Context: an optimization exercise on an open-source flow, tuned for small area. The choices shown serve that exercise and are no tape-out recipe.
Where RTL was checked, it was by simulation tests only, not by an equivalence proof against the original.
For run 8, only the layout was checked, not whether the RTL still works.
No activity file was given, so power comes from the tool's default toggle rates.

$ cat design/flow/flow/run.sh
#!/bin/bash
# Standard ORFS layout, with these changes:
#  - synthesis maps logic with an area-oriented ABC script (flow/abc.script)
#    and leaves adders as plain logic (no full/half-adder cells); registers
#    are the standard synthesis's (same passes up to mapping, same names)
#  - ports are buffered with the smallest buffer
set -u
W=$(pwd)
export MY_ABC_SCRIPT=$W/flow/abc.script
export MY_NO_FA=1
bash standard.sh SYNTH_SCRIPT=$W/flow/my_synth.tcl \
  BUFFER_PORTS_ARGS="-buffer_cell sky130_fd_sc_hd__buf_1" \
  CTS_ARGS="-sink_clustering_enable -repair_clock_nets -dont_use_dummy_load -buf_list sky130_fd_sc_hd__clkbuf_8" finish > standard.log 2>&1
$ cat design/flow/flow/abc.script
strash
ifraig
dch
map -D 5000
topo
upsize -c
dnsize -c
topo
stime -c
$ cat design/flow/flow/my_synth.tcl
proc synth {args} { yosys synth -nofsm -noshare {*}$args }
if { [info exists ::env(MY_ABC_SCRIPT)] && $::env(MY_ABC_SCRIPT) ne "" } {
  proc abc {args} {
    set i [lsearch -exact $args -script]
    if { $i >= 0 } { set args [lreplace $args $i [expr {$i + 1}] -script $::env(MY_ABC_SCRIPT)] }
    set i [lsearch -exact $args -D]
    if { $i >= 0 && [info exists ::env(MY_ABC_D)] } { set args [lreplace $args $i [expr {$i + 1}] -D $::env(MY_ABC_D)] }
    puts "my abc: $args"
    if { [info exists ::env(MY_ABC_KEEP_SCRIPT)] && [info exists ::env(SYNTH_KEEP_MODULES)] } {
      set kargs $args
      set i [lsearch -exact $kargs -script]
      set kargs [lreplace $kargs $i [expr {$i + 1}] -script $::env(MY_ABC_KEEP_SCRIPT)]
      foreach m $::env(SYNTH_KEEP_MODULES) {
        yosys abc {*}$kargs $m
      }
      yosys abc {*}$args $::env(DESIGN_NAME)
    } else {
      yosys abc {*}$args
    }
  }
}
if { [info exists ::env(MY_NO_FA)] && $::env(MY_NO_FA) eq "1" } {
  proc extract_fa {args} { puts "extract_fa skipped" }
}
source $::env(SCRIPTS_DIR)/synth.tcl
# left out here: clear keep_hierarchy, flatten, clean up, hide names made inside functions, write 1_2_yosys.v
$ cat design/flow/standard.sh
#!/bin/bash
# synth_recipe.tcl (not shown) runs the flow's synth.tcl, then flattens the netlist and writes it again
# the make line also repeats each setting of config.mk as NAME=value (left out here)
make -C /OpenROAD-flow-scripts/flow DESIGN_CONFIG=/design/flow/config.mk WORK_HOME=/design/flow/orfs CLKGATE_MAP_FILE= SYNTH_SCRIPT=/design/flow/synth_recipe.tcl "${@:-finish}"
$ cat design/flow/config.mk
export PLATFORM = sky130hd
export DESIGN_NAME = WaveGenerator
export DESIGN_NICKNAME = WaveGenerator
export VERILOG_FILES = /design/flow/design.v
export SDC_FILE = /design/flow/constraint.sdc
export NUM_CORES = 4
export LEC_CHECK = 0
export CAP_MARGIN = 20
export CORE_MARGIN = 2
export CORE_UTILIZATION = 40
export SETUP_SLACK_MARGIN = -0.6
export SLEW_MARGIN = 20
$ cat design/flow/constraint.sdc
create_clock -name core_clock -period 6.0 [get_ports {clk}]
set_input_delay 1.2000 -clock core_clock [delete_from_list [all_inputs] [get_ports {clk}]]
set_output_delay 1.2000 -clock core_clock [all_outputs]
set_load 0.01 [all_outputs]
$ cat design/flow/design.v
module NCO #(N = 32, B = 8)(
  input clk,
  input rst,                  
  input [N-1:0] ctrl,         
  output reg [15:0] sin_out   
);
function automatic [N-1:0] add;
  input [N-1:0] a, b;
  integer i, k;
  reg c, G, P;
  reg [N-1:0] g, p;
  begin
    g = a & b;
    p = a ^ b;
    c = 1'b0;
    for (k = 0; k < N; k = k + B) begin
      G = 1'b0; P = 1'b1;
      for (i = k; i < k + B; i = i + 1) begin
        G = g[i] | (p[i] & G);
        P = P & p[i];
      end
      for (i = k; i < k + B; i = i + 1) begin
        add[i] = p[i] ^ c;
        c = g[i] | (p[i] & c);
      end
      c = G | (P & c);
    end
  end
endfunction
reg [N-1:0] phase;
reg [7:0] ph1, ph2;
always @(posedge clk) begin
  if (rst)
    phase <= {N{1'b0}};
  else
    phase <= add(phase, ctrl);
  ph1 <= phase[N-1:N-8];
  ph2 <= ph1;
end
reg [5:0] sin_lut_sel;
reg [15:0] sin_lut_val;
always @(*) begin
  sin_lut_sel = ph2[6] ? ~(ph2[5:0]-1'b1) : ph2[5:0];
  if (ph2[6] & ~|ph2[5:0]) begin
    sin_out = ph2[7] ? 16'b10000000_00000001 : 16'b01111111_11111111;
  end else begin
    sin_out = ph2[7] ? (~sin_lut_val+1'b1) : sin_lut_val;
  end
  case(sin_lut_sel)
    6'h00 : sin_lut_val = 16'h0000;
    6'h01 : sin_lut_val = 16'h0324;
    6'h02 : sin_lut_val = 16'h0648;
    6'h03 : sin_lut_val = 16'h096A;
    6'h04 : sin_lut_val = 16'h0C8C;
    6'h05 : sin_lut_val = 16'h0FAB;
    6'h06 : sin_lut_val = 16'h12C8;
    6'h07 : sin_lut_val = 16'h15E2;
    6'h08 : sin_lut_val = 16'h18F9;
    6'h09 : sin_lut_val = 16'h1C0B;
    6'h0A : sin_lut_val = 16'h1F1A;
    6'h0B : sin_lut_val = 16'h2223;
    6'h0C : sin_lut_val = 16'h2528;
    6'h0D : sin_lut_val = 16'h2826;
    6'h0E : sin_lut_val = 16'h2B1F;
    6'h0F : sin_lut_val = 16'h2E11;
    6'h10 : sin_lut_val = 16'h30FB;
    6'h11 : sin_lut_val = 16'h33DF;
    6'h12 : sin_lut_val = 16'h36BA;
    6'h13 : sin_lut_val = 16'h398C;
    6'h14 : sin_lut_val = 16'h3C56;
    6'h15 : sin_lut_val = 16'h3F17;
    6'h16 : sin_lut_val = 16'h41CE;
    6'h17 : sin_lut_val = 16'h447A;
    6'h18 : sin_lut_val = 16'h471C;
    6'h19 : sin_lut_val = 16'h49B4;
    6'h1A : sin_lut_val = 16'h4C3F;
    6'h1B : sin_lut_val = 16'h4EBF;
    6'h1C : sin_lut_val = 16'h5133;
    6'h1D : sin_lut_val = 16'h539B;
    6'h1E : sin_lut_val = 16'h55F5;
    6'h1F : sin_lut_val = 16'h5842;
    6'h20 : sin_lut_val = 16'h5A82;
    6'h21 : sin_lut_val = 16'h5CB3;
    6'h22 : sin_lut_val = 16'h5ED7;
    6'h23 : sin_lut_val = 16'h60EB;
    6'h24 : sin_lut_val = 16'h62F1;
    6'h25 : sin_lut_val = 16'h64E8;
    6'h26 : sin_lut_val = 16'h66CF;
    6'h27 : sin_lut_val = 16'h68A6;
    6'h28 : sin_lut_val = 16'h6A6D;
    6'h29 : sin_lut_val = 16'h6C23;
    6'h2A : sin_lut_val = 16'h6DC9;
    6'h2B : sin_lut_val = 16'h6F5E;
    6'h2C : sin_lut_val = 16'h70E2;
    6'h2D : sin_lut_val = 16'h7254;
    6'h2E : sin_lut_val = 16'h73B5;
    6'h2F : sin_lut_val = 16'h7504;
    6'h30 : sin_lut_val = 16'h7641;
    6'h31 : sin_lut_val = 16'h776B;
    6'h32 : sin_lut_val = 16'h7884;
    6'h33 : sin_lut_val = 16'h7989;
    6'h34 : sin_lut_val = 16'h7A7C;
    6'h35 : sin_lut_val = 16'h7B5C;
    6'h36 : sin_lut_val = 16'h7C29;
    6'h37 : sin_lut_val = 16'h7CE3;
    6'h38 : sin_lut_val = 16'h7D89;
    6'h39 : sin_lut_val = 16'h7E1D;
    6'h3A : sin_lut_val = 16'h7E9C;
    6'h3B : sin_lut_val = 16'h7F09;
    6'h3C : sin_lut_val = 16'h7F61;
    6'h3D : sin_lut_val = 16'h7FA6;
    6'h3E : sin_lut_val = 16'h7FD8;
    6'h3F : sin_lut_val = 16'h7FF5;
  endcase
end
endmodule
module Chirp #(N = 32, B = 8)(
  input clk,
  input rst,
  input [7:0] delay,           
  input reverse,               
  input [N-1:0] min_ctrl,      
  input [N-1:0] max_ctrl,      
  input [N-1:0] inc_rate,      
  input [N-1:0] div_rate,      
  output reg nco_reset,        
  output reg [N-1:0] nco_ctrl  
);
function automatic ge;
  input [N-1:0] a, b;
  integer i, k;
  reg c, G, T;
  begin
    c = 1'b1;
    for (k = 0; k < N; k = k + B) begin
      G = 1'b0; T = 1'b1;
      for (i = k; i < k + B; i = i + 1) begin
        G = (a[i] & ~b[i]) | ((a[i] | ~b[i]) & G);
        T = T & (a[i] | ~b[i]);
      end
      c = G | (T & c);
    end
    ge = c;
  end
endfunction
function automatic [N-1:0] add;
  input [N-1:0] a, b;
  input ci;
  integer i, k;
  reg c, G, P;
  reg [N-1:0] g, p;
  begin
    g = a & b;
    p = a ^ b;
    c = ci;
    for (k = 0; k < N; k = k + B) begin
      G = 1'b0; P = 1'b1;
      for (i = k; i < k + B; i = i + 1) begin
        G = g[i] | (p[i] & G);
        P = P & p[i];
      end
      for (i = k; i < k + B; i = i + 1) begin
        add[i] = p[i] ^ c;
        c = g[i] | (p[i] & c);
      end
      c = G | (P & c);
    end
  end
endfunction
function automatic [N-1:0] dec;
  input [N-1:0] a;
  integer i, k;
  reg c, P;
  begin
    c = 1'b1;
    for (k = 0; k < N; k = k + B) begin
      P = ~|a[k +: B];
      for (i = k; i < k + B; i = i + 1) begin
        dec[i] = a[i] ^ c;
        c = c & ~a[i];
      end
      c = P & c;
    end
  end
endfunction
wire [N-1:0] stt_ctrl = reverse ? max_ctrl : min_ctrl;
wire end_flag = reverse ? ge(min_ctrl, nco_ctrl) : ge(nco_ctrl, max_ctrl);
reg [N-1:0] rate_count_n;     
reg [7:0] delay_count;
wire step = ge(~div_rate, rate_count_n);
wire [N-1:0] nco_step = add(nco_ctrl, inc_rate ^ {N{reverse}}, reverse);
always @(posedge clk) begin
  if (rst) begin
    rate_count_n <= {N{1'b1}};
    delay_count <= 8'b0;
    nco_reset <= 1'b1;
    nco_ctrl <= {N{1'b0}};
  end else begin
    if (end_flag) begin
      nco_ctrl <= stt_ctrl;
      rate_count_n <= dec(rate_count_n);
    end else if (step) begin
      nco_ctrl <= nco_step;
      rate_count_n <= {N{1'b1}};
    end else
      rate_count_n <= dec(rate_count_n);
    if (end_flag) begin
      if (delay_count >= delay)
        delay_count <= 8'b0;
      else
        delay_count <= delay_count + 1'b1;
    end
    nco_reset <= |delay_count;
  end
end
endmodule
module WaveGenerator #(N = 32, M = 16)(
  input clk,
  input rst,
  input chirp_reverse,             
  input [7:0] chirp_delay,         
  input [N-1:0] chirp_min_ctrl,    
  input [N-1:0] chirp_max_ctrl,    
  input [N-1:0] chirp_inc_rate,    
  input [N-1:0] chirp_div_rate,    
  output [M-1:0] waveform          
);
wire chirp_nco_reset;
wire [N-1:0] chirp_nco_ctrl;
NCO #(.N(N)) NCO0 (
  .clk     ( clk             ),
  .rst     ( chirp_nco_reset ),
  .ctrl    ( chirp_nco_ctrl  ),
  .sin_out ( waveform        )
);
Chirp #(.N(N)) Chirp0 (
  .clk       ( clk             ),
  .rst       ( rst             ),
  .delay     ( chirp_delay     ),
  .reverse   ( chirp_reverse   ),
  .min_ctrl  ( chirp_min_ctrl  ),
  .max_ctrl  ( chirp_max_ctrl  ),
  .inc_rate  ( chirp_inc_rate  ),
  .div_rate  ( chirp_div_rate  ),
  .nco_reset ( chirp_nco_reset ),
  .nco_ctrl  ( chirp_nco_ctrl  )
);
endmodule
==> results of run 1 <==
-- worst max-delay path by stage --
stage,start,endpoint,slack [ps],cells after the start
2_1_floorplan,chirp_reverse,Chirp0.nco_ctrl[31],470,59
3_3_place_gp,chirp_reverse,Chirp0.nco_ctrl[31],100,59
3_5_place_dp,chirp_reverse,Chirp0.nco_ctrl[31],-50,59
4_1_cts,Chirp0.rate_count_n[1],Chirp0.rate_count_n[31],-80,44
5_1_grt,Chirp0.rate_count_n[1],Chirp0.rate_count_n[31],-610,44
6_report,Chirp0.rate_count_n[1],Chirp0.rate_count_n[31],290,44
-- layer usage --
layer | track usage | routed length (um) | up-vias
met5 | 0 | 0 | -
met4 | 0.0767 | 643 | 0
met3 | 0.0388 | 1490 | 52
met2 | 0.371 | 12000 | 292
met1 | 0.281 | 11700 | 4371
li1 | - | - | 5193
-- what timing repair did --
item | 4_1_cts | 5_1_grt
endpoints found under the hold margin | 0 | 0
resized for setup | 0 | 21
setup endpoints to repair | 0 | 5
hold buffers | 0 | 0
-- where the power goes --
part | switching, uW | internal, uW | leakage [uW] | total, uW
clock | 279 | 248 | 0.000122 | 528
sequential | 64.6 | 866 | 0.000989 | 931
combinational | 594 | 329 | 0.00289 | 923
-- synthesized netlist by cell type, drive strengths merged, types with 26 or more instances --
| cell | count |
|---|---|
| a21oi | 81 |
| a22oi | 26 |
| a31oi | 38 |
| clkinv | 181 |
| dfxtp | 121 |
| nand2 | 355 |
| nand3 | 92 |
| nor2 | 144 |
| o211ai | 37 |
| o21ai | 110 |
| o22ai | 38 |
| or2 | 26 |
| xnor2 | 32 |
| xor2 | 37 |
-- sequential cells by signal, summed over array words and instances (netlist names) --
name and count:
Chirp0.delay_count 8, Chirp0.nco_ctrl 32, Chirp0.nco_reset 1, Chirp0.rate_count_n 32, NCO0.ph1 8, NCO0.ph2 8
NCO0.phase 32
-- kinds of logic after synthesis --
| logic type | after synthesis |
|---|---|
| AO/OA/AOI/OAI | 381 |
| XOR/XNOR | 69 |
| adder cells (fa/ha/maj) | 3 |
| buffers and inverters | 181 |
| flip-flops | 121 |
| AND/OR/NAND/NOR | 646 |
-- stage by stage --
step                      std cells  setup WS (ps)  TNS, ps  power, uW
after floorplan                1401            471        0       1580
after CTS                      1873          -84.9    -84.9       2400
after global routing           1874           -607    -2560       2570
final                          1874            285        0       2380
after detailed placement       1856          -49.3    -73.1       1860
after global placement         1856           98.1        0       1860
-- layout make-up --
cell class / instances / share of cell area
repair buffers: 175 / 0.0719
well taps: 280 / 0.0341
inverters: 181 / 0.0661
flip-flops and latches: 121 / 0.236
diodes: 1 / 0.000244
multi-input cells: 1099 / 0.569
clock buffers: 17 / 0.0228
==> qor.yml, run 1 <==
outcome:
  outcome: "timing/DRC/antenna clean"
synthesis:
  synth_area_leaders: "dfxtp_1 (27%), nand2_1 (13%), clkinv_1 (7.6%)"
  synth.yosys.seq_area_share: 0.272
  synth_top_area_share: 0.272
  synth.avg_cell_area_um2: 6.35
  synth_nets: 1540
  yosys.area_share.simple: 0.315
  synth_edf_count: 0
  ys.flop_type: "dfxtp_1"
  synth_top_family_by_area: "simple AND/OR/NAND/NOR gates"
  synth_compound_area_frac: 0.265
  synth.distinct_cells: 43
  syn-cell-area_um2: 8890
  synth_warnings: 2
  synth-async-reset-ratio: 0
  synth_top_cell_by_area: "dfxtp_1"
  synth-adder-area-share: 0.00338
  synthXorXnorAreaFrac: 0.0680
  netlist_instances: 1401
  synthMuxAreaShare: 0
  synth-seq-cells: 121
setup_path:
  cp_slowest_cell: "dfxtp_1"
  cp.buffers_inverters: 12
  r2r-start: "Chirp0.rate_count_n[1]"
  critPathMaxStageDelay_ps: 350
  cp.required_ps: 6310
  r2r_slack_ps: 290
  endpoint_kind: "flip-flop"
  critPathTopFamily: "simple AND/OR/NAND/NOR gates"
  cp-start-kind: "flip-flop"
  crit_type: "reg -> reg"
  reg2reg_to: "Chirp0.rate_count_n[31]"
  reg2reg_depth: 44
  path_max_fanout: 5
  critPathArrivalTime_ps: 6030
power_and_ir_drop:
  powerDensity_nw_per_um2: 232
  p_leak_uw: 0.00400
  peakVddDrop_mv: 0.128
clock_network:
  clk_path_buf_depth: 2
  clkLatencyLatePin_ps: 450
  cts_root_buf: "clkbuf_8"
  clk_pin_slew_ps: 70
  htree_levels: 4
  post-cts-setup-buffers: 0
  cts_tree: "done"
  cts.sinks: 121
  cts_buffers: 17
die:
  fp.dieArea_um2: 23400
  coreArea_um2: 21800
  die_w_um: 153
  fp-row-count: 54
  start_util: 0.408
  io-pin-count: 155
  die_h_um: 153
run:
  maxCapViolCount: 0
routing:
  first_pass_iters: 5
  first_iter_violations: 529
  via_count: 9908
  drc: 0
  post_drt_via_cell_ratio: 5.29
  detail-route-antenna-nets: 0
  wirelength_um: 25800
  wl_per_cell_um: 13.8
grt:
  grt_pass1_wl_um: 43100
  grt_pass1_vias: 9185
  grt_overflow: 0
  grt_max_degree: 51
  antenna_found_initial: 1
  gr-usage-all-layers: 0.219
timing:
  hold_violations: 0
  setup_viol: 0
  fin_worst_skew_ps: 37.0
  tightest_slew_ps: 876
  finalCritPeriodShare: 0.952
  hold_ws_ps: 323
  max_clock_freq_mhz: 175
  min_period_ps: 5710
  drv_slew: 0
  slew_headroom: 0.412
hold_path:
  worstHoldStart: "NCO0.ph1[3]"
  hold_end: "NCO0.ph2[3]"
  hp-class: "reg -> reg"
  hold_depth: 0
finish:
  nets: 1734
  final_common_cell: "nand2_1"
  utilization: 0.471
  final.fill_count: 2321
  area_growth_pct: 15.5
  multi_input_area_um2: 5840
  finalInstanceArea_um2: 10300
  layout_common_cells: "nand2_1 (304), clkinv_1 (179), buf_1 (152), nor2_1 (133), dfxtp_1 (120)"
  seqCellArea_um2: 2420
  drive_above_1_share: 0.0860
place:
  gp_congestion: 0.957
  io_buffer_count: 154
  placed_area_um2: 9990
  hpwl_um: 19700
==> inputs of run 2 (changes only) <==
==> design/flow/flow/abc.script (replaced) <==
strash
ifraig
dch
map -D 4900
topo
upsize -c
dnsize -c
topo
stime -c
==> run 2 against run 1 <==
Sequential cell count is the same. Clock power barely moved. Still clean on timing, DRC and antenna. Synthesized cell count down 1.0%. Via count grew 0.22%. Setup slack lost 64 ps. Combinational power barely moved. Total power about the same. Utilization down 0.10 points. Critical endpoint unchanged.
==> qor.yml, run 2 <==
synthesis:
  synth_edf_count: 0
  synth-seq-cells: 121
  ys.flop_type: "dfxtp_1"
  syn-cell-area_um2: 8880
  synth_top_cell_by_area: "dfxtp_1"
  netlist_instances: 1387
  synth_warnings: 2
  synth_area_leaders: "dfxtp_1 (27%), nand2_1 (12%), clkinv_1 (7.4%)"
  synth_nets: 1526
  synth-async-reset-ratio: 0
  synth.most_common_cell: "nand2_1"
  synth_top_area_share: 0.273
  synth.yosys.seq_area_share: 0.273
  synth.distinct_cells: 45
  synthTopCellsByCount: "nand2_1 (295), clkinv_1 (174), nor2_1 (146)"
  synth.avg_cell_area_um2: 6.40
hold_path:
  hp-class: "reg -> reg"
setup_path:
  crit_type: "reg -> reg"
  cp_slowest_cell: "dfxtp_1"
  cp-start-kind: "flip-flop"
  endpoint_kind: "flip-flop"
  critPathMaxStageDelay_ps: 350
  path_max_fanout: 5
  cp.required_ps: 6300
  critPathArrivalTime_ps: 6080
die:
  die_w_um: 153
  fp.dieArea_um2: 23400
  coreArea_um2: 21800
  io-pin-count: 155
  start_util: 0.407
  die_h_um: 153
  fp-row-count: 54
place:
  gp_congestion: 0.923
  place_ws_ps: 17.6
  hpwl_um: 19400
  io_buffer_count: 154
clock_network:
  clk_path_buf_depth: 2
  cts.sinks: 121
  clkLatencyLatePin_ps: 440
  cts_tree: "done"
  cts_buffers: 17
  cts_root_buf: "clkbuf_8"
  htree_levels: 4
  clk_pin_slew_ps: 70
power_and_ir_drop:
  total_power_uw: 2380
  peakVddDrop_mv: 0.112
  powerDensity_nw_per_um2: 232
  p_leak_uw: 0.00396
outcome:
  outcome: "timing/DRC/antenna clean"
grt:
  grt_pass1_wl_um: 42200
  globalRouteMet1Util: 0.274
  antenna_found_initial: 1
  top_usage_layer: "met2"
  gr-usage-all-layers: 0.216
  grt_overflow: 0
  grt_pass1_vias: 8931
  grt_max_degree: 51
  met3_usage: 0.0391
  grtUsageMet2: 0.367
timing:
  tightest_slew_ps: 822
  min_period_ps: 5780
  slew_headroom: 0.449
  drv_slew: 0
  fin_worst_skew_ps: 33.8
  hold_ws_ps: 321
  setup_viol: 0
  layout_setup_ws_ps: 221
  finalCritPeriodShare: 0.963
  hold_violations: 0
  fin_setup_tns_ps: 0
  max_clock_freq_mhz: 173
finish:
  nets: 1721
  final.fill_count: 2305
  final_common_cell: "nand2_1"
  layout_common_cells: "nand2_1 (292), clkinv_1 (174), buf_1 (152), nor2_1 (137), dfxtp_1 (121)"
  top_regs: "Chirp0.nco_ctrl x32, Chirp0.rate_count_n x32, NCO0.phase x32"
  multi_input_area_um2: 5840
  insertedDiodeCount: 0
  seqCellArea_um2: 2420
  drive_above_1_share: 0.0835
  area_growth_pct: 15.5
routing:
  via_count: 9930
  wirelength_um: 25500
  first_iter_violations: 429
  drc: 0
  post_drt_via_cell_ratio: 5.34
  wl_per_cell_um: 13.7
  detail-route-antenna-nets: 0
  first_pass_iters: 5
run:
  maxCapViolCount: 0
run 2: cell types whose count changed after synthesis, sizes merged, moves of 4 or more:
cell    previous run  this run
nand2            355       337
nand3             92        80
clkinv           181       174
a21oi             81        86
xor2              37        42
o21ai            110       114
run 2: logic make-up after synthesis:
family / synth area share
XOR/XNOR: 0.0730
flip-flops: 0.273
adder cells (fa/ha/maj): 0.00451
AO/OA/AOI/OAI: 0.274
AND/OR/NAND/NOR: 0.302
buffers and inverters: 0.0744
run 2: report_power, final:
part | switching (uW) | internal, uW | total, uW
sequential | 66.8 | 866 | 933
combinational | 593 | 330 | 923
clock | 277 | 248 | 526
run 2: repair_timing:
action / in CTS / in global routing
gates resized for setup: 0 / 15
setup buffers: 0 / 0
hold buffers: 0 / 0
endpoints found under the setup margin: 0 / 4
run 2: path summary, 6_finish.rpt:
path	slack (ps)	depth (start not counted)	to	startpoint
worst max-delay path	220	44	Chirp0.rate_count_n[31]	Chirp0.rate_count_n[1]
worst min register to register	320	0	NCO0.ph2[5]	NCO0.ph1[5]
worst max register to register	220	44	Chirp0.rate_count_n[31]	Chirp0.rate_count_n[1]
worst min-delay path	320	0	NCO0.ph2[5]	NCO0.ph1[5]
run 2: through the flow:
step / cells / utilization / cell area (um^2)
global route: 1860 / 0.470 / 10200
finish: 1860 / 0.470 / 10200
detailed placement: 1843 / 0.457 / 9980
floorplan: 1387 / - / 8880
global placement: 1843 / 0.457 / 9980
CTS: 1860 / 0.468 / 10200
run 2: area by class of cell:
type | count | share of cell area
multi-input combinational | 1090 | 0.569
tap | 280 | 0.0342
timing repair buffer | 176 | 0.0728
clock buffer | 17 | 0.0228
inverter | 176 | 0.0645
sequential | 121 | 0.236
run 2: critical path: cells and delay by family, from the launching register on:
kind,cells,cell delay [ps]
flip-flops,1,350
AO/OA/AOI/OAI,2,200
AND/OR/NAND/NOR,30,3900
buffers and inverters,12,1210
run 2: routing by layer:
| metal | vias up | part of all wire |
|---|---|---|
| met5 | - | 0.00051 |
| met4 | 2 | 0.025 |
| met3 | 51 | 0.050 |
| met2 | 274 | 0.46 |
| met1 | 4437 | 0.46 |
| li1 | 5166 | - |
==> inputs of run 3 (changes only) <==
==> design/flow/flow/abc.script (replaced) <==
strash
ifraig
dch
map -D 5000
topo
upsize -c
dnsize -c
topo
stime -c
--- a/design/flow/config.mk
+++ b/design/flow/config.mk
@@ -8,5 +8,5 @@
 export CAP_MARGIN = 20
 export CORE_MARGIN = 2
 export CORE_UTILIZATION = 40
-export SETUP_SLACK_MARGIN = -0.6
+export SETUP_SLACK_MARGIN = -0.15
 export SLEW_MARGIN = 20
==> run 3 against run 2 <==
Still clean. Synthesized cell count rose by 1.0%. Setup slack improved by 110 ps. Design area is 1.0% higher. First-iteration DRC count grew 11%. Routed wire length grew 1.9%. Combinational power is 0.4% higher. Total power is essentially flat. Critical path type is now in -> reg. Highest routed layer is now met4.
==> qor.yml, run 3 <==
outcome:
  outcome: "timing/DRC/antenna clean"
setup_path:
  path_max_fanout: 9
  cp_slowest_cell: "xnor2_1"
  cp.required_ps: 6350
  crit_type: "in -> reg"
  critPathMaxStageDelay_ps: 270
  timing.critical_path.mode_cell: "nand2_2"
  r2r_slack_ps: 570
  cp.buffers_inverters: 2
  endpoint_kind: "flip-flop"
  critPathArrivalTime_ps: 6020
  critPathTopFamily: "simple AND/OR/NAND/NOR gates"
  cp-start-kind: "input pin"
synthesis:
  synth-seq-cells: 121
  synth.yosys.seq_area_share: 0.272
  synth_nets: 1540
  synth_top_cell_by_area: "dfxtp_1"
  synthTopCellsByCount: "nand2_1 (308), clkinv_1 (181), nor2_1 (144)"
  synth-async-reset-ratio: 0
  synth_warnings: 2
  syn-cell-area_um2: 8890
  synth_top_area_share: 0.272
  synth.most_common_cell: "nand2_1"
  synth.avg_cell_area_um2: 6.35
  ys.flop_type: "dfxtp_1"
  synth.distinct_cells: 43
  synth_edf_count: 0
  netlist_instances: 1401
  synth_area_leaders: "dfxtp_1 (27%), nand2_1 (13%), clkinv_1 (7.6%)"
power_and_ir_drop:
  p_leak_uw: 0.00401
  peakVddDrop_mv: 0.127
  powerDensity_nw_per_um2: 230
die:
  io-pin-count: 155
  start_util: 0.408
  fp-row-count: 54
  coreArea_um2: 21800
  die_h_um: 153
  fp.dieArea_um2: 23400
  die_w_um: 153
finish:
  utilization: 0.474
  finalNonFillerCells: 1875
  drive_above_1_share: 0.105
  multi_input_area_um2: 5920
  final_common_cell: "nand2_1"
  final.fill_count: 2311
  layout_common_cells: "nand2_1 (290), clkinv_1 (174), buf_1 (152), nor2_1 (129), dfxtp_1 (119)"
  top_regs: "Chirp0.nco_ctrl x32, Chirp0.rate_count_n x32, NCO0.phase x32"
  nets: 1735
  seqCellArea_um2: 2430
  area_growth_pct: 16.4
routing:
  drc: 0
  wirelength_um: 25900
  first_pass_iters: 6
  via_count: 9916
  wl_per_cell_um: 13.8
  first_iter_violations: 478
  detail-route-antenna-nets: 0
  post_drt_via_cell_ratio: 5.29
timing:
  hold_violations: 0
  min_period_ps: 5670
  setup_viol: 0
  tightest_slew_ps: 880
  fin_worst_skew_ps: 39.2
  max_clock_freq_mhz: 176
  slew_headroom: 0.410
  layout_setup_ws_ps: 332
  finalCritPeriodShare: 0.945
  drv_slew: 0
clock_network:
  cts_buffers: 17
  clk_pin_slew_ps: 60
  cts_root_buf: "clkbuf_8"
  cts_tree: "done"
  cts.sinks: 121
  htree_levels: 4
  clkLatencyLatePin_ps: 450
  clk_path_buf_depth: 2
  cts_hold_buf: 0
grt:
  grt_pass1_vias: 9185
  grt_pass1_wl_um: 43100
  grt_max_degree: 51
  grt_overflow: 0
  antenna_found_initial: 1
  gr-usage-all-layers: 0.219
place:
  dp_cells: 1856
  hpwl_um: 19700
  io_buffer_count: 154
  gp_congestion: 0.957
  place_ws_ps: -49.3
run:
  maxCapViolCount: 0
hold_path:
  hp-class: "reg -> reg"
## run 3: cell count changes in the layout (fill, tap and decap cells not counted), sizes merged, moves of 4 or more
cell   previous run  this run
a21oi            86        81
inv               2         7
nand2           337       355
nand3            80        92
o21ai           114       110
xor2             42        37
## run 3: worst register-to-register path: cells and delay by family, from the launching register on
| family | cells | cell delay, ps |
|---|---|---|
| AOI/OAI and AO/OA | 2 | 200 |
| buffers and inverters | 12 | 950 |
| DFF | 1 | 340 |
| and+or+nand+nor | 30 | 3840 |
## run 3: where the power goes
part           internal (uW)  switching, uW
Combinational            331            596
Sequential               866           65.0
Clock                    248            276
## run 3: logic make-up after synthesis
family	synth area share
and+or+nand+nor	0.315
xor gates and xnor gates	0.0680
DFF	0.272
adders and majority gates	0.00338
AOI/OAI and AO/OA	0.265
buffers and inverters	0.0764
## run 3: layer usage
metal  GRT usage  up-vias  routed length (um)  part of all wire
li1            -     5198                   -                 -
met1       0.281     4390               11800              0.46
met2       0.371      274               12100              0.47
met3      0.0388       54                1370             0.053
met4      0.0767        0                 659             0.025
met5           0        -                   0                 0
## run 3: final cells by class
cell class / instances / area share
multi-input combinational: 1099 / 0.571
sequential: 121 / 0.234
timing repair buffer: 176 / 0.0720
inverter: 181 / 0.0656
tap: 280 / 0.0338
clock buffer: 17 / 0.0226
antenna: 1 / 0.000242
## run 3: worst paths after layout
check	start	end	cells after the start
max	chirp_reverse	Chirp0.nco_ctrl[31]	59
min	NCO0.ph1[3]	NCO0.ph2[3]	0
max reg2reg	Chirp0.rate_count_n[0]	Chirp0.rate_count_n[31]	44
min reg2reg	NCO0.ph1[3]	NCO0.ph2[3]	0
## run 3: repair_timing
| item | CTS | global route |
|---|---|---|
| setup endpoints to repair | 0 | 10 |
| endpoints found under the hold margin | 0 | 0 |
| buffers inserted | 0 | 1 |
| resized for setup | 0 | 53 |
## run 3: stage by stage
step                      TNS [ps]  total power (uW)  hold WS (ps)  cell area [um^2]
after detailed placement     -73.1              1860           312              9990
after CTS                    -84.9              2400           324             10200
after global placement           0              1860           311              9990
final                            0              2380           323             10400
after global routing          -536              2570           327             10400
after floorplan                  0              1580           310              8890
==> inputs of run 4 (changes only) <==
--- a/design/flow/config.mk
+++ b/design/flow/config.mk
@@ -8,5 +8,5 @@
 export CAP_MARGIN = 20
 export CORE_MARGIN = 2
 export CORE_UTILIZATION = 40
-export SETUP_SLACK_MARGIN = -0.15
+export SETUP_SLACK_MARGIN = -0.45
 export SLEW_MARGIN = 20
==> run 4 against run 3 <==
Still clean. Design area shrank 0.60%. Synthesized cell count did not move. Clock skew fell by 1.2 ps. Largest power group unchanged. Highest routed layer unchanged.
==> qor.yml, run 4 <==
outcome:
  outcome: "timing/DRC/antenna clean"
synthesis:
  synthTopCellsByCount: "nand2_1 (308), clkinv_1 (181), nor2_1 (144)"
  synth.most_common_cell: "nand2_1"
  synth-seq-cells: 121
  synth-async-reset-ratio: 0
  synth.avg_cell_area_um2: 6.35
  ys.flop_type: "dfxtp_1"
  synth_top_area_share: 0.272
  synth_top_cell_by_area: "dfxtp_1"
  synth_nets: 1540
  syn-cell-area_um2: 8890
  synth_area_leaders: "dfxtp_1 (27%), nand2_1 (13%), clkinv_1 (7.6%)"
  synth_edf_count: 0
  synth_warnings: 2
  netlist_instances: 1401
  synth.distinct_cells: 43
  synth.yosys.seq_area_share: 0.272
timing:
  finalCritPeriodShare: 0.940
  hold_violations: 0
  fin_worst_skew_ps: 38.0
  fin_setup_tns_ps: 0
  layout_setup_ws_ps: 359
  min_period_ps: 5640
  slew_headroom: 0.417
  drv_slew: 0
  max_clock_freq_mhz: 177
  setup_viol: 0
  tightest_slew_ps: 870
grt:
  grt_max_degree: 51
  grt_pass1_wl_um: 43100
  antenna_found_initial: 1
  grt_pass1_vias: 9185
  grt_overflow: 0
  gr-usage-all-layers: 0.219
place:
  hpwl_um: 19700
  io_buffer_count: 154
  gp_congestion: 0.957
  place_ws_ps: -49.3
  dp_cells: 1856
setup_path:
  path_max_fanout: 5
  reg2reg_depth: 44
  crit_end: "Chirp0.rate_count_n[31]"
  reg2reg_to: "Chirp0.rate_count_n[31]"
  timing.critical_path.mode_cell: "clkinv_1"
  cp.required_ps: 6310
  cp_slowest_cell: "dfxtp_1"
  endpoint_kind: "flip-flop"
  cp-start-kind: "flip-flop"
  r2r_slack_ps: 360
  r2r-start: "Chirp0.rate_count_n[0]"
  crit_type: "reg -> reg"
  crit_start: "Chirp0.rate_count_n[0]"
  critPathArrivalTime_ps: 5950
  critPathMaxStageDelay_ps: 350
die:
  io-pin-count: 155
  fp-row-count: 54
  die_h_um: 153
  coreArea_um2: 21800
  die_w_um: 153
  start_util: 0.408
  fp.dieArea_um2: 23400
routing:
  wl_per_cell_um: 13.8
  detail-route-antenna-nets: 0
  first_pass_iters: 5
  drc: 0
  wirelength_um: 25800
  first_iter_violations: 539
  via_count: 9914
  post_drt_via_cell_ratio: 5.29
finish:
  seqCellArea_um2: 2420
  utilization: 0.472
  finalNonFillerCells: 1874
  layout_common_cells: "nand2_1 (302), clkinv_1 (178), buf_1 (152), nor2_1 (131), dfxtp_1 (120)"
  drive_above_1_share: 0.0910
  nets: 1734
  final.fill_count: 2315
  final_common_cell: "nand2_1"
  top_regs: "Chirp0.nco_ctrl x32, Chirp0.rate_count_n x32, NCO0.phase x32"
  area_growth_pct: 15.7
  multi_input_area_um2: 5860
power_and_ir_drop:
  p_leak_uw: 0.00401
  powerDensity_nw_per_um2: 231
  peakVddDrop_mv: 0.127
clock_network:
  htree_levels: 4
  clk_pin_slew_ps: 70
  clk_path_buf_depth: 2
  cts_buffers: 17
  cts_tree: "done"
  cts_root_buf: "clkbuf_8"
  clkLatencyLatePin_ps: 450
  cts_hold_buf: 0
  post-cts-setup-buffers: 0
  cts.sinks: 121
hold_path:
  hp-class: "reg -> reg"
run:
  maxCapViolCount: 0
[run 4: cell counts after synthesis]
Identical to the previous run, type by type.
[run 4: cell type report]
cell class              instances  area share
inverters                     181      0.0660
clock buffers                  17      0.0227
flip-flops and latches        121       0.235
well taps                     280      0.0340
diodes                          1    0.000243
multi-input cells            1099       0.570
repair buffers                175      0.0717
[run 4: cell families after synthesis]
group | synth area share
XOR/XNOR | 0.0680
AND/OR/NAND/NOR | 0.315
flip-flops | 0.272
buffers and inverters | 0.0764
AO/OA/AOI/OAI | 0.265
adder cells (fa/ha/maj) | 0.00338
[run 4: worst max-delay path: cells and delay by family (launching register included)]
family | cells | cell delay, ps
AND/OR/NAND/NOR | 30 | 3860
buffers and inverters | 12 | 1110
flip-flops | 1 | 350
AO/OA/AOI/OAI | 2 | 200
[run 4: report_power, final]
| group | internal (uW) | total [uW] | switching (uW) |
|---|---|---|---|
| combinational | 329 | 925 | 595 |
| clock | 248 | 525 | 277 |
| sequential | 866 | 931 | 64.7 |
[run 4: worst min-delay path by stage]
stage	end	cells past startpoint	slack, ps	startpoint
2_1_floorplan	NCO0.ph2[0]	0	310	NCO0.ph1[0]
3_3_place_gp	NCO0.ph2[6]	0	310	NCO0.ph1[6]
3_5_place_dp	NCO0.ph2[4]	0	310	NCO0.ph1[4]
4_1_cts	NCO0.ph2[5]	0	320	NCO0.ph1[5]
5_1_grt	NCO0.ph2[3]	0	330	NCO0.ph1[3]
6_report	NCO0.ph2[3]	0	320	NCO0.ph1[3]
[run 4: stage by stage]
step / power, uW / area (um^2) / hold slack [ps]
5_1_grt: 2570 / 10300 / 327
2_1_floorplan: 1580 / 8890 / 310
3_3_place_gp: 1860 / 9990 / 311
6_report: 2380 / 10300 / 323
4_1_cts: 2400 / 10200 / 324
3_5_place_dp: 1860 / 9990 / 312
[run 4: layer usage]
metal / vias up / wire length (um) / global-route usage
li1: 5188 / - / -
met1: 4394 / 11800 / 0.281
met2: 279 / 11900 / 0.371
met3: 53 / 1390 / 0.0388
met4: 0 / 697 / 0.0767
met5: - / 0 / 0
[run 4: repair_timing]
| item | CTS | global route |
|---|---|---|
| gates resized for setup | 0 | 30 |
| setup endpoints to repair | 0 | 6 |
| hold endpoints to repair | 0 | 0 |
==> inputs of run 5 (changes only) <==
--- a/design/flow/config.mk
+++ b/design/flow/config.mk
@@ -7,6 +7,5 @@
 export LEC_CHECK = 0
 export CAP_MARGIN = 20
 export CORE_MARGIN = 2
-export CORE_UTILIZATION = 40
-export SETUP_SLACK_MARGIN = -0.45
+export CORE_UTILIZATION = 52
 export SLEW_MARGIN = 20
==> run 5 against run 4 <==
Sequential cell count unchanged. Final cell count decreased by 2.7%. Clock skew decreased by 2.0 ps. Clock-buffer cell count unchanged. Via count increased by 0.81%. Hold slack about the same. Design area increased by 1.2%. Routed wire length decreased by 3.5%. Total power increased by 0.76%. Non-clock buffer count increased by 10. Sequential share of layout area decreased by 0.25 points. Combinational power increased by 2.3%. Critical path type is now in -> reg. Critical endpoint is now Chirp0.nco_ctrl[31].
==> qor.yml, run 5 <==
outcome:
  outcome: "timing/DRC/antenna clean"
clock_network:
  clk_path_buf_depth: 2
  cts_root_buf: "clkbuf_8"
  clkLatencyLatePin_ps: 440
  htree_levels: 4
  cts_hold_buf: 0
  cts.sinks: 121
  cts_buffers: 17
  cts_tree: "done"
  clk_pin_slew_ps: 50
routing:
  wl_per_cell_um: 13.7
  first_pass_iters: 5
  via_count: 9994
  wirelength_um: 24900
  drc: 0
  first_iter_violations: 755
  detail-route-antenna-nets: 0
  post_drt_via_cell_ratio: 5.48
hold_path:
  hold_end: "NCO0.ph2[3]"
  hp-class: "reg -> reg"
  worstHoldStart: "NCO0.ph1[3]"
  hold_depth: 0
setup_path:
  path_max_fanout: 3
  crit_type: "in -> reg"
  cp.buffers_inverters: 1
  cp_slowest_cell: "a21o_4"
  reg2reg_depth: 44
  cp.required_ps: 6330
  r2r-start: "Chirp0.rate_count_n[0]"
  cp-start-kind: "input pin"
  cp.depth: 60
  critPathArrivalTime_ps: 5990
  reg2reg_to: "Chirp0.rate_count_n[31]"
  endpoint_kind: "flip-flop"
  critPathMaxStageDelay_ps: 210
  timing.critical_path.mode_cell: "nand2_2"
  r2r_slack_ps: 520
  critPathTopFamily: "simple AND/OR/NAND/NOR gates"
timing:
  min_period_ps: 5650
  tightest_slew_ps: 908
  setup_viol: 0
  rsz0062_at_grt: "yes"
  drv_slew: 0
  fin_setup_tns_ps: 0
  hold_violations: 0
  fin_worst_skew_ps: 35.9
  finalCritPeriodShare: 0.942
  slew_headroom: 0.395
  max_clock_freq_mhz: 177
power_and_ir_drop:
  powerDensity_nw_per_um2: 230
  p_leak_uw: 0.00408
  peakVddDrop_mv: 0.154
  total_power_uw: 2400
place:
  gp_congestion: 0.963
  hpwl_um: 18700
  io_buffer_count: 154
synthesis:
  syn-cell-area_um2: 8890
  synth-async-reset-ratio: 0
  synthXorXnorAreaFrac: 0.0680
  synth_warnings: 2
  ys.flop_type: "dfxtp_1"
  yosys.area_share.simple: 0.315
  synth_top_family_by_area: "simple AND/OR/NAND/NOR gates"
  synth.most_common_cell: "nand2_1"
  synth_nets: 1540
  synth.avg_cell_area_um2: 6.35
  synth_top_area_share: 0.272
  synth_compound_area_frac: 0.265
  netlist_instances: 1401
  synth.distinct_cells: 43
  synth-adder-area-share: 0.00338
  synth_top_cell_by_area: "dfxtp_1"
  synth_edf_count: 0
  synthMuxAreaShare: 0
  synth_area_leaders: "dfxtp_1 (27%), nand2_1 (13%), clkinv_1 (7.6%)"
  synth.yosys.seq_area_share: 0.272
  synthTopCellsByCount: "nand2_1 (308), clkinv_1 (181), nor2_1 (144)"
  synth-seq-cells: 121
die:
  die_w_um: 135
  fp.dieArea_um2: 18200
  fp-row-count: 47
  coreArea_um2: 16600
  start_util: 0.534
  io-pin-count: 155
  die_h_um: 135
run:
  maxCapViolCount: 0
finish:
  layout_common_cells: "nand2_1 (293), clkinv_1 (175), buf_1 (151), nor2_1 (133), dfxtp_1 (118)"
  nets: 1744
  drive_above_1_share: 0.109
  area_growth_pct: 17.1
  top_regs: "Chirp0.nco_ctrl x32, Chirp0.rate_count_n x32, NCO0.phase x32"
  final_common_cell: "nand2_1"
  final.fill_count: 1721
grt:
  gr-usage-all-layers: 0.268
  antenna_found_initial: 1
  grt_pass1_wl_um: 40200
  grt_overflow: 0
  grt_pass1_vias: 8757
  grt_max_degree: 51
-- run 5: cell types whose count changed in the layout (fill, tap and decap cells not counted), sizes merged --
| cell | change |
|---|---|
| clkbuf | -1 |
| buf | +11 |
| clkinv | -3 |
| inv | +3 |
-- run 5: layout make-up --
class	instances	area [um^2]	area share
Sequential cell	121	2430	0.233
Antenna cell	1	2.50	0.000240
Timing Repair Buffer	185	835	0.0801
Inverter	181	679	0.0652
Clock buffer	17	234	0.0225
Multi-Input combinational cell	1099	5960	0.573
Tap cell	220	275	0.0264
-- run 5: power by group --
part / switching, uW / total [uW] / internal (uW) / leakage (uW)
clock: 272 / 520 / 248 / 0.000122
combinational: 599 / 946 / 347 / 0.00297
sequential: 67.2 / 934 / 866 / 0.000989
total: 938 / 2400 / 1460 / 0.00408
-- run 5: worst max-delay path by stage --
stage,end,start,slack (ps)
after detailed placement,Chirp0.nco_ctrl[31],chirp_reverse,-110
after global routing,Chirp0.nco_ctrl[31],chirp_inc_rate[1],-80
final,Chirp0.nco_ctrl[31],chirp_inc_rate[1],350
after global placement,Chirp0.nco_ctrl[31],chirp_reverse,60
after floorplan,Chirp0.nco_ctrl[31],chirp_reverse,470
after CTS,Chirp0.rate_count_n[31],Chirp0.rate_count_n[1],7
-- run 5: metrics by stage --
stage	setup WS [ps]	hold WS (ps)	utilization	cells	cell area (um^2)
6_report	347	323	0.626	1824	10400
5_1_grt	-84.4	328	0.626	1823	10400
4_1_cts	6.81	322	0.608	1807	10100
3_5_place_dp	-107	312	0.593	1790	9870
3_3_place_gp	60.6	311	0.593	1790	9870
2_1_floorplan	471	310	-	1401	8890
-- run 5: timing repair --
action	in CTS	in global routing
gates resized for setup	2	62
endpoints found under the setup margin	1	11
pin swaps	1	20
setup buffers	0	16
cloned	0	0
-- run 5: layer usage --
metal,vias to the layer above,GRT usage,part of all wire
met5,-,0,0
met1,4401,0.342,0.44
met2,329,0.461,0.48
li1,5212,-,-
met4,0,0.0982,0.024
met3,52,0.0390,0.055
-- run 5: cell families (layout without fill, tap and decap cells) --
group                      after synthesis  count (layout)
AOI/OAI and AO/OA                      381             381
xor gates and xnor gates                69              69
adders and majority gates                3               3
buffers and inverters                  181             383
DFF                                    121             121
other                                    0               1
and+or+nand+nor                        646             646
==> inputs of run 6 (changes only) <==
--- a/design/flow/config.mk
+++ b/design/flow/config.mk
@@ -7,5 +7,5 @@
 export LEC_CHECK = 0
 export CAP_MARGIN = 20
 export CORE_MARGIN = 2
-export CORE_UTILIZATION = 52
+export CORE_UTILIZATION = 30
 export SLEW_MARGIN = 20
==> run 6 against run 5 <==
Still clean. Global-route usage shrank 9.8 points. Hold slack lost 22 ps. Register-to-register slack gained 40 ps. Largest cell class unchanged. First-iteration DRC count shrank 34%. Largest power group unchanged. Routed wire length grew 8.3%. Critical path depth is the same. Sequential power is essentially flat. Sequential share of layout area shrank 0.58 points.
==> qor.yml, run 6 <==
timing:
  finalCritPeriodShare: 0.953
  hold_violations: 0
  slew_headroom: 0.312
  drv_slew: 0
  fin_setup_tns_ps: 0
  fin_worst_skew_ps: 27.4
  rsz0062_at_grt: "yes"
  tightest_slew_ps: 1010
  max_clock_freq_mhz: 175
  setup_viol: 0
  min_period_ps: 5720
clock_network:
  cts_hold_buf: 0
  cts_buffers: 17
  cts.sinks: 121
  clk_pin_slew_ps: 70
  cts_tree: "done"
  cts_root_buf: "clkbuf_8"
  htree_levels: 4
  clk_path_buf_depth: 2
  clkLatencyLatePin_ps: 430
grt:
  grt_pass1_vias: 9068
  gr-usage-all-layers: 0.170
  grt_max_degree: 51
  grt_overflow: 0
  grt_pass1_wl_um: 43400
  antenna_found_initial: 3
setup_path:
  cp-start-kind: "input pin"
  crit_type: "in -> reg"
  critPathArrivalTime_ps: 6000
  endpoint_kind: "flip-flop"
  timing.critical_path.mode_cell: "nand2_2"
  path_max_fanout: 3
  cp.required_ps: 6280
  cp_slowest_cell: "xor2_1"
  critPathMaxStageDelay_ps: 220
synthesis:
  syn-cell-area_um2: 8890
  synthMuxAreaShare: 0
  synth.most_common_cell: "nand2_1"
  synth_edf_count: 0
  synth-seq-cells: 121
  yosys.area_share.simple: 0.315
  synth_top_cell_by_area: "dfxtp_1"
  synth_area_leaders: "dfxtp_1 (27%), nand2_1 (13%), clkinv_1 (7.6%)"
  synth_warnings: 2
  synth_compound_area_frac: 0.265
  synth-async-reset-ratio: 0
  synthTopCellsByCount: "nand2_1 (308), clkinv_1 (181), nor2_1 (144)"
  netlist_instances: 1401
  synth.distinct_cells: 43
  synthXorXnorAreaFrac: 0.0680
  ys.flop_type: "dfxtp_1"
  synth.yosys.seq_area_share: 0.272
  synth_top_family_by_area: "simple AND/OR/NAND/NOR gates"
  synth_nets: 1540
  synth_top_area_share: 0.272
  synth.avg_cell_area_um2: 6.35
  synth-adder-area-share: 0.00338
finish:
  utilization: 0.363
  finalNonFillerCells: 2001
  drive_above_1_share: 0.114
  seqCellArea_um2: 2430
  finalInstanceArea_um2: 10700
  multi_input_area_um2: 5960
  nets: 1750
  top_regs: "Chirp0.nco_ctrl x32, Chirp0.rate_count_n x32, NCO0.phase x32"
  final_common_cell: "nand2_1"
  final.fill_count: 3208
  layout_common_cells: "nand2_1 (292), clkinv_1 (173), buf_1 (151), nor2_1 (130), dfxtp_1 (120)"
  area_growth_pct: 20.1
die:
  fp-row-count: 63
  die_w_um: 176
  die_h_um: 176
  io-pin-count: 155
  coreArea_um2: 29400
  start_util: 0.302
  fp.dieArea_um2: 31000
routing:
  detail-route-antenna-nets: 0
  first_pass_iters: 6
  wirelength_um: 27000
  wl_per_cell_um: 13.5
  drc: 0
  first_iter_violations: 498
  via_count: 10000
  post_drt_via_cell_ratio: 5.01
hold_path:
  hp-class: "reg -> reg"
run:
  maxCapViolCount: 0
power_and_ir_drop:
  p_leak_uw: 0.00411
  powerDensity_nw_per_um2: 228
  peakVddDrop_mv: 0.0876
place:
  gp_congestion: 0.910
  placed_area_um2: 10100
  io_buffer_count: 154
  dp_cells: 1963
  hpwl_um: 20800
outcome:
  outcome: "timing/DRC/antenna clean"
-- run 6: cell counts after synthesis --
No cell type changed its count.
-- run 6: logic make-up after synthesis --
kind of cell / count (synthesis)
fa+ha+maj: 3
compound gates: 381
xor+xnor: 69
flops: 121
buf+inv: 181
simple gates: 646
-- run 6: power breakdown --
part	total [uW]	internal (uW)	leakage (uW)	switching (uW)
Clock	535	249	0.000122	286
Combinational	967	353	0.00300	614
Sequential	931	866	0.000990	64.9
-- run 6: per-layer routing --
layer	routed length (um)	global-route usage	vias up
met4	573	0.0565	2
met2	12100	0.280	275
met1	12800	0.224	4458
met5	11	0	-
li1	-	-	5240
met3	1520	0.0323	47
-- run 6: metrics by stage --
stage          setup WS (ps)  total power [uW]  hold WS, ps
2_1_floorplan            471              1580          310
3_3_place_gp             114              1860          311
3_5_place_dp           -69.7              1870          312
4_1_cts                 21.9              2410          304
5_1_grt                 -113              2620          306
6_report                 283              2430          301
-- run 6: worst paths after layout --
check                                             from                       to  slack, ps  depth (start not counted)
worst min-delay path                       NCO0.ph1[3]              NCO0.ph2[3]        300                          0
worst min register to register             NCO0.ph1[3]              NCO0.ph2[3]        300                          0
worst max register to register  Chirp0.rate_count_n[0]  Chirp0.rate_count_n[31]        560                         44
worst max-delay path                 chirp_inc_rate[1]      Chirp0.nco_ctrl[30]        280                         60
-- run 6: final cells by class --
cell class | instances | share of cell area
diodes | 2 | 0.000469
inverters | 181 | 0.0636
repair buffers | 191 | 0.0830
clock buffers | 17 | 0.0219
well taps | 390 | 0.0457
multi-input cells | 1099 | 0.558
flip-flops and latches | 121 | 0.227
-- run 6: critical path, delay by kind of cell --
family,cells,cell delay (ps)
AO/OA/AOI/OAI,7,1000
buffers and inverters,2,230
AND/OR/NAND/NOR,49,3160
XOR/XNOR,2,390
-- run 6: repair_timing --
item / in CTS / in global routing
setup buffers: 2 / 17
gates resized for setup: 2 / 66
pin swaps: 8 / 38
cloned: 0 / 0
setup endpoints to repair: 1 / 11
==> inputs of run 7 (changes only) <==
--- a/design/flow/config.mk
+++ b/design/flow/config.mk
@@ -7,5 +7,6 @@
 export LEC_CHECK = 0
 export CAP_MARGIN = 20
 export CORE_MARGIN = 2
-export CORE_UTILIZATION = 30
+export CORE_UTILIZATION = 40
+export CTS_BUF_LIST = sky130_fd_sc_hd__clkbuf_4 sky130_fd_sc_hd__clkbuf_8
 export SLEW_MARGIN = 20
==> run 7 against run 6 <==
Largest cell class unchanged. Highest routed layer is now met4. Clock skew up 11 ps. Sequential power about the same. Critical path depth down 1.
==> qor.yml, run 7 <==
clock_network:
  cts_tree: "done"
  cts.sinks: 121
  clk_path_buf_depth: 2
  clk_pin_slew_ps: 60
  cts_root_buf: "clkbuf_8"
  clkLatencyLatePin_ps: 450
  cts_hold_buf: 0
  cts_buffers: 17
  htree_levels: 4
grt:
  grt_pass1_vias: 9218
  antenna_found_initial: 1
  grt_pass1_wl_um: 43200
  gr-usage-all-layers: 0.220
  grt_max_degree: 51
  grt_overflow: 0
setup_path:
  crit_type: "in -> reg"
  critPathMaxStageDelay_ps: 220
  critPathArrivalTime_ps: 5930
  cp.required_ps: 6350
  r2r-start: "Chirp0.rate_count_n[0]"
  timing.critical_path.mode_cell: "nand2_2"
  crit_start: "chirp_reverse"
  endpoint_kind: "flip-flop"
  path_max_fanout: 9
  cp_slowest_cell: "xor2_1"
  cp-start-kind: "input pin"
routing:
  wirelength_um: 26000
  first_pass_iters: 4
  wl_per_cell_um: 13.8
  detail-route-antenna-nets: 0
  drc: 0
  post_drt_via_cell_ratio: 5.30
  via_count: 9963
  first_iter_violations: 458
timing:
  fin_worst_skew_ps: 38.8
  finalCritPeriodShare: 0.931
  slew_headroom: 0.412
  setup_viol: 0
  tightest_slew_ps: 877
  fin_setup_tns_ps: 0
  rsz0062_at_grt: "yes"
  drv_slew: 0
  hold_violations: 0
  max_clock_freq_mhz: 179
  min_period_ps: 5580
synthesis:
  synth_top_area_share: 0.272
  synth_warnings: 2
  synth_top_cell_by_area: "dfxtp_1"
  synth.yosys.seq_area_share: 0.272
  synth.distinct_cells: 43
  synth.avg_cell_area_um2: 6.35
  ys.flop_type: "dfxtp_1"
  synthTopCellsByCount: "nand2_1 (308), clkinv_1 (181), nor2_1 (144)"
  syn-cell-area_um2: 8890
  synth.most_common_cell: "nand2_1"
  synth_area_leaders: "dfxtp_1 (27%), nand2_1 (13%), clkinv_1 (7.6%)"
  synth_nets: 1540
  synth_edf_count: 0
  synth-seq-cells: 121
  synth-async-reset-ratio: 0
  netlist_instances: 1401
die:
  coreArea_um2: 21800
  start_util: 0.408
  die_w_um: 153
  die_h_um: 153
  io-pin-count: 155
  fp.dieArea_um2: 23400
  fp-row-count: 54
power_and_ir_drop:
  powerDensity_nw_per_um2: 229
  peakVddDrop_mv: 0.127
  p_leak_uw: 0.00404
place:
  io_buffer_count: 154
  gp_congestion: 0.957
  placed_area_um2: 9990
  hpwl_um: 19700
finish:
  layout_common_cells: "nand2_1 (284), clkinv_1 (173), buf_1 (152), nor2_1 (129), dfxtp_1 (118)"
  finalInstanceArea_um2: 10400
  area_growth_pct: 17.2
  final_common_cell: "nand2_1"
  drive_above_1_share: 0.114
  nets: 1739
  top_regs: "Chirp0.nco_ctrl x32, Chirp0.rate_count_n x32, NCO0.phase x32"
hold_path:
  worstHoldStart: "NCO0.ph1[5]"
  hp-class: "reg -> reg"
outcome:
  outcome: "timing/DRC/antenna clean"
run:
  maxCapViolCount: 0
run 7: cell families (layout without fill, tap and decap cells):
logic type / count (synthesis) / count (layout) / synth area share
flops: 121 / 121 / 0.272
xor+xnor: 69 / 69 / 0.0680
buf+inv: 181 / 378 / 0.0764
other cells: 0 / 1 / 0
fa+ha+maj: 3 / 3 / 0.00338
simple gates: 646 / 646 / 0.315
compound gates: 381 / 381 / 0.265
run 7: path summary, 6_finish.rpt:
path / to / slack [ps] / depth (start not counted)
worst max-delay path: Chirp0.nco_ctrl[31] / 420 / 59
worst min-delay path: NCO0.ph2[5] / 320 / 0
worst max register to register: Chirp0.rate_count_n[31] / 680 / 44
worst min register to register: NCO0.ph2[5] / 320 / 0
run 7: critical path, delay by kind of cell:
family	cells	cell delay, ps
AO/OA/AOI/OAI	6	960
XOR/XNOR	2	410
buffers and inverters	2	290
AND/OR/NAND/NOR	49	3080
run 7: area by class of cell:
class                           instances  area [um^2]
Inverter                              181          679
Multi-Input combinational cell       1099         5950
Fill cell                            2303        11400
Tap cell                              280          350
Sequential cell                       121         2430
Clock buffer                           17          234
Timing Repair Buffer                  180          779
Antenna cell                            1         2.50
run 7: where the power goes:
part	internal [uW]	switching, uW
Combinational	335	599
Sequential	866	65.1
Clock	248	278
run 7: through the flow:
step / util / worst slack (ps) / power (uW) / hold WS, ps / std cells
after detailed placement: 0.458 / -49.3 / 1860 / 312 / 1856
after floorplan: - / 471 / 1580 / 310 / 1401
after CTS: 0.469 / 28.9 / 2400 / 324 / 1874
final: 0.478 / 416 / 2390 / 323 / 1879
after global placement: 0.458 / 98.1 / 1860 / 311 / 1856
after global routing: 0.478 / -71.3 / 2580 / 327 / 1879
run 7: metal layers:
| layer | global-route usage | share of wire | up-vias |
|---|---|---|---|
| met5 | 0 | 0 | - |
| met4 | 0.0767 | 0.022 | 0 |
| met3 | 0.0388 | 0.054 | 47 |
| met2 | 0.372 | 0.47 | 282 |
| met1 | 0.281 | 0.46 | 4427 |
| li1 | - | - | 5207 |
run 7: repair_timing:
| item | CTS | global route |
|---|---|---|
| setup buffers | 1 | 4 |
| pin swaps | 2 | 12 |
| setup endpoints to repair | 1 | 12 |
| endpoints found under the hold margin | 0 | 0 |
| resized for setup | 3 | 64 |
==> inputs of run 8 (changes only) <==
--- a/design/flow/design.v
+++ b/design/flow/design.v
@@ -1,4 +1,4 @@
-module NCO #(N = 32, B = 8)(
+module NCO #(N = 32, B = 4)(
   input clk,
   input rst,                  
   input [N-1:0] ctrl,         
@@ -114,7 +114,7 @@
   endcase
 end
 endmodule
-module Chirp #(N = 32, B = 8)(
+module Chirp #(N = 32, B = 4)(
   input clk,
   input rst,
   input [7:0] delay,           
==> run 8 against run 7 <==
The layout now fails its checks (negative setup slack). Routed wire length grew 0.45%. Clock power is 0.8% higher. First-iteration DRC count increased by 17%. Sequential share of layout area shrank 0.81 points. Design area increased by 3.5%. Combinational power up 1%. Register-to-register slack worse by 280 ps. Non-clock buffer count up 63. Synthesized cell count shrank 3.0%. Total power increased by 0.31%. Largest cell class unchanged.
==> qor.yml, run 8 <==
outcome:
  outcome: "finished with violations"
  check.faults: "negative setup slack"
synthesis:
  synth-async-reset-ratio: 0
  synth-seq-cells: 121
  synth_edf_count: 0
  synth_top_cell_by_area: "dfxtp_1"
  netlist_instances: 1359
  synth_nets: 1498
  synth.yosys.seq_area_share: 0.276
  ys.flop_type: "dfxtp_1"
  synth_warnings: 2
  synth_area_leaders: "dfxtp_1 (28%), nand2_1 (13%), clkinv_1 (7.0%)"
  synth.most_common_cell: "nand2_1"
  synthTopCellsByCount: "nand2_1 (295), clkinv_1 (164), nor2_1 (154)"
  synth.distinct_cells: 43
  synth.avg_cell_area_um2: 6.46
  synth_top_area_share: 0.276
  syn-cell-area_um2: 8780
die:
  io-pin-count: 155
  die_h_um: 152
  coreArea_um2: 21700
  die_w_um: 152
  fp-row-count: 54
  start_util: 0.405
  fp.dieArea_um2: 23100
timing:
  setup_viol: 1
  rsz0062_at_grt: "yes"
  tightest_slew_ps: 868
  drv_slew: 0
  min_period_ps: 6030
  hold_violations: 0
  layout_setup_ws_ps: -31.6
  max_clock_freq_mhz: 166
  slew_headroom: 0.418
  finalCritPeriodShare: 1.01
  fin_worst_skew_ps: 40.1
  fin_setup_tns_ps: -31.6
place:
  io_buffer_count: 154
  hpwl_um: 19200
  gp_congestion: 0.955
  dp_cells: 1837
  place_ws_ps: -564
grt:
  grt_max_degree: 38
  grt_pass1_vias: 9289
  antenna_found_initial: 2
  grt_pass1_wl_um: 43100
  gr-usage-all-layers: 0.221
  grt_overflow: 0
clock_network:
  clk_pin_slew_ps: 60
  clk_path_buf_depth: 2
  cts_buffers: 17
  cts_hold_buf: 0
  cts_root_buf: "clkbuf_8"
  cts_tree: "done"
  htree_levels: 4
  cts.sinks: 121
  clkLatencyLatePin_ps: 440
routing:
  wl_per_cell_um: 13.7
  wirelength_um: 26100
  drc: 0
  first_iter_violations: 538
  post_drt_via_cell_ratio: 5.28
  first_pass_iters: 6
  via_count: 10000
  detail-route-antenna-nets: 0
hold_path:
  worstHoldStart: "NCO0.ph1[3]"
  hp-class: "reg -> reg"
  hold_depth: 0
  hold_end: "NCO0.ph2[3]"
run:
  maxCapViolCount: 0
finish:
  utilization: 0.497
  layout_common_cells: "nand2_1 (280), clkinv_1 (163), buf_1 (151), nor2_1 (150), dfxtp_1 (120)"
  final_common_cell: "nand2_1"
  top_regs: "Chirp0.nco_ctrl x32, Chirp0.rate_count_n x32, NCO0.phase x32"
  nets: 1760
  finalNonFillerCells: 1901
  drive_above_1_share: 0.125
  area_growth_pct: 22.9
  final.fill_count: 2246
setup_path:
  timing.critical_path.mode_cell: "nand2_2"
  cp-start-kind: "input pin"
  reg2reg_to: "Chirp0.nco_ctrl[31]"
  path_max_fanout: 4
  crit_type: "in -> reg"
  r2r_slack_ps: 400
  endpoint_kind: "flip-flop"
  cp.required_ps: 6340
  reg2reg_depth: 50
  critPathMaxStageDelay_ps: 230
  cp_slowest_cell: "xor2_1"
  r2r-start: "Chirp0.nco_ctrl[1]"
  critPathArrivalTime_ps: 6370
power_and_ir_drop:
  peakVddDrop_mv: 0.0954
  powerDensity_nw_per_um2: 222
  p_leak_uw: 0.00412
## run 8: cell count changes after synthesis, sizes merged, moves of 10 or more
cell,previous run,this run
xor2,37,50
nand3,92,56
nand3b,7,22
o21ai,110,122
nor2,144,154
nand2,355,311
clkinv,181,164
## run 8: cell type report
cell class	instances	area (um^2)	area share
Multi-Input combinational cell	1074	5890	0.546
Sequential cell	121	2430	0.225
Timing Repair Buffer	243	1260	0.117
Inverter	164	616	0.0571
Tap cell	280	350	0.0325
Clock buffer	17	234	0.0217
Antenna cell	2	5.00	0.000464
## run 8: cell families after synthesis
logic type | synth area share
fa+ha+maj | 0.00228
simple gates | 0.286
flops | 0.276
buf+inv | 0.0701
compound gates | 0.283
xor+xnor | 0.0818
## run 8: worst max-delay path by stage
| stage | start | endpoint | slack, ps | depth (start not counted) |
|---|---|---|---|---|
| global placement | chirp_reverse | Chirp0.nco_ctrl[31] | -420 | 51 |
| finish | chirp_reverse | Chirp0.nco_ctrl[31] | -30 | 51 |
| CTS | chirp_reverse | Chirp0.nco_ctrl[31] | -10 | 51 |
| global route | chirp_reverse | Chirp0.nco_ctrl[31] | -390 | 51 |
| detailed placement | chirp_reverse | Chirp0.nco_ctrl[31] | -560 | 51 |
| floorplan | chirp_reverse | Chirp0.nco_ctrl[31] | -90 | 50 |
## run 8: stage by stage
step                      hold slack [ps]  power (uW)  instance area [um^2]
final                                 317        2400                 10800
after global routing                  329        2560                 10800
after CTS                             315        2380                 10600
after detailed placement              312        1790                 10100
after global placement                311        1780                 10100
after floorplan                       310        1500                  8790
## run 8: worst max-delay path: cells and delay by family
| kind | cells | cell delay, ps |
|---|---|---|
| simple gates | 26 | 2100 |
| compound gates | 22 | 2530 |
| xor+xnor | 2 | 390 |
| buf+inv | 1 | 120 |
## run 8: routing by layer
layer	wire length, um	up-vias	GRT usage
met5	0	-	0
met4	600	0	0.0765
met3	1740	50	0.0529
met2	11900	320	0.369
met1	11900	4461	0.278
li1	-	5207	-
## run 8: where the power goes
group	total, uW	leakage (uW)	internal, uW	switching, uW
sequential	924	0.000989	862	62.0
combinational	944	0.00301	377	568
clock	530	0.000122	248	281
## run 8: timing repair
| action | 4_1_cts | 5_1_grt |
|---|---|---|
| gates cloned | 0 | 0 |
| setup endpoints to repair | 2 | 12 |
| pin swaps | 7 | 12 |
| setup buffers | 38 | 12 |
| resized for setup | 7 | 38 |

## afterwards: timing with drivers on the ports
The results above use ideal ports. As a check the final layouts listed here were re-extracted and re-timed, cells and wires unchanged.
Step 1 (the two cells are an assumption about what drives the block):
set clk [get_ports {clk}]
set_driving_cell -lib_cell sky130_fd_sc_hd__clkbuf_16 $clk
set_driving_cell -lib_cell sky130_fd_sc_hd__buf_2 [delete_from_list [all_inputs] $clk]
Step 2, shift: input delay + t, output delay - t, t = (earliest + latest rising clock arrival at the registers) / 2. This alone moves slack from input paths to output paths.
Slacks: ideal ports / drivers / drivers and shift; pairs: ideal ports / drivers.
run	t, ns	setup slack, ns	hold WS [ns]	worst slew at a driven data input, ns
run 1	0.471	0.285 / 0.285 / -0.157	0.323 / 0.323 / 0.323	0.12
run 2	0.471	0.221 / 0.221 / -0.008	0.321 / 0.321 / 0.321	0.07
run 3	0.469	0.332 / 0.294 / -0.175	0.323 / 0.323 / 0.323	0.11
run 4	0.468	0.359 / 0.334 / -0.134	0.323 / 0.323 / 0.323	0.12
run 5	0.469	0.347 / 0.340 / -0.129	0.323 / 0.323 / 0.323	0.06
run 6	0.455	0.283 / 0.242 / -0.213	0.301 / 0.301 / 0.301	0.13
run 7	0.469	0.416 / 0.366 / -0.103	0.323 / 0.323 / 0.323	0.12
run 8	0.464	-0.032 / -0.077 / -0.541	0.317 / 0.317 / 0.317	0.12
With both steps, setup timing fails in 7 of these runs, where it was met with ideal ports. For run 7, which loses most, drivers alone change the setup slack by -0.050 ns; drivers and shift together by -0.519 ns.
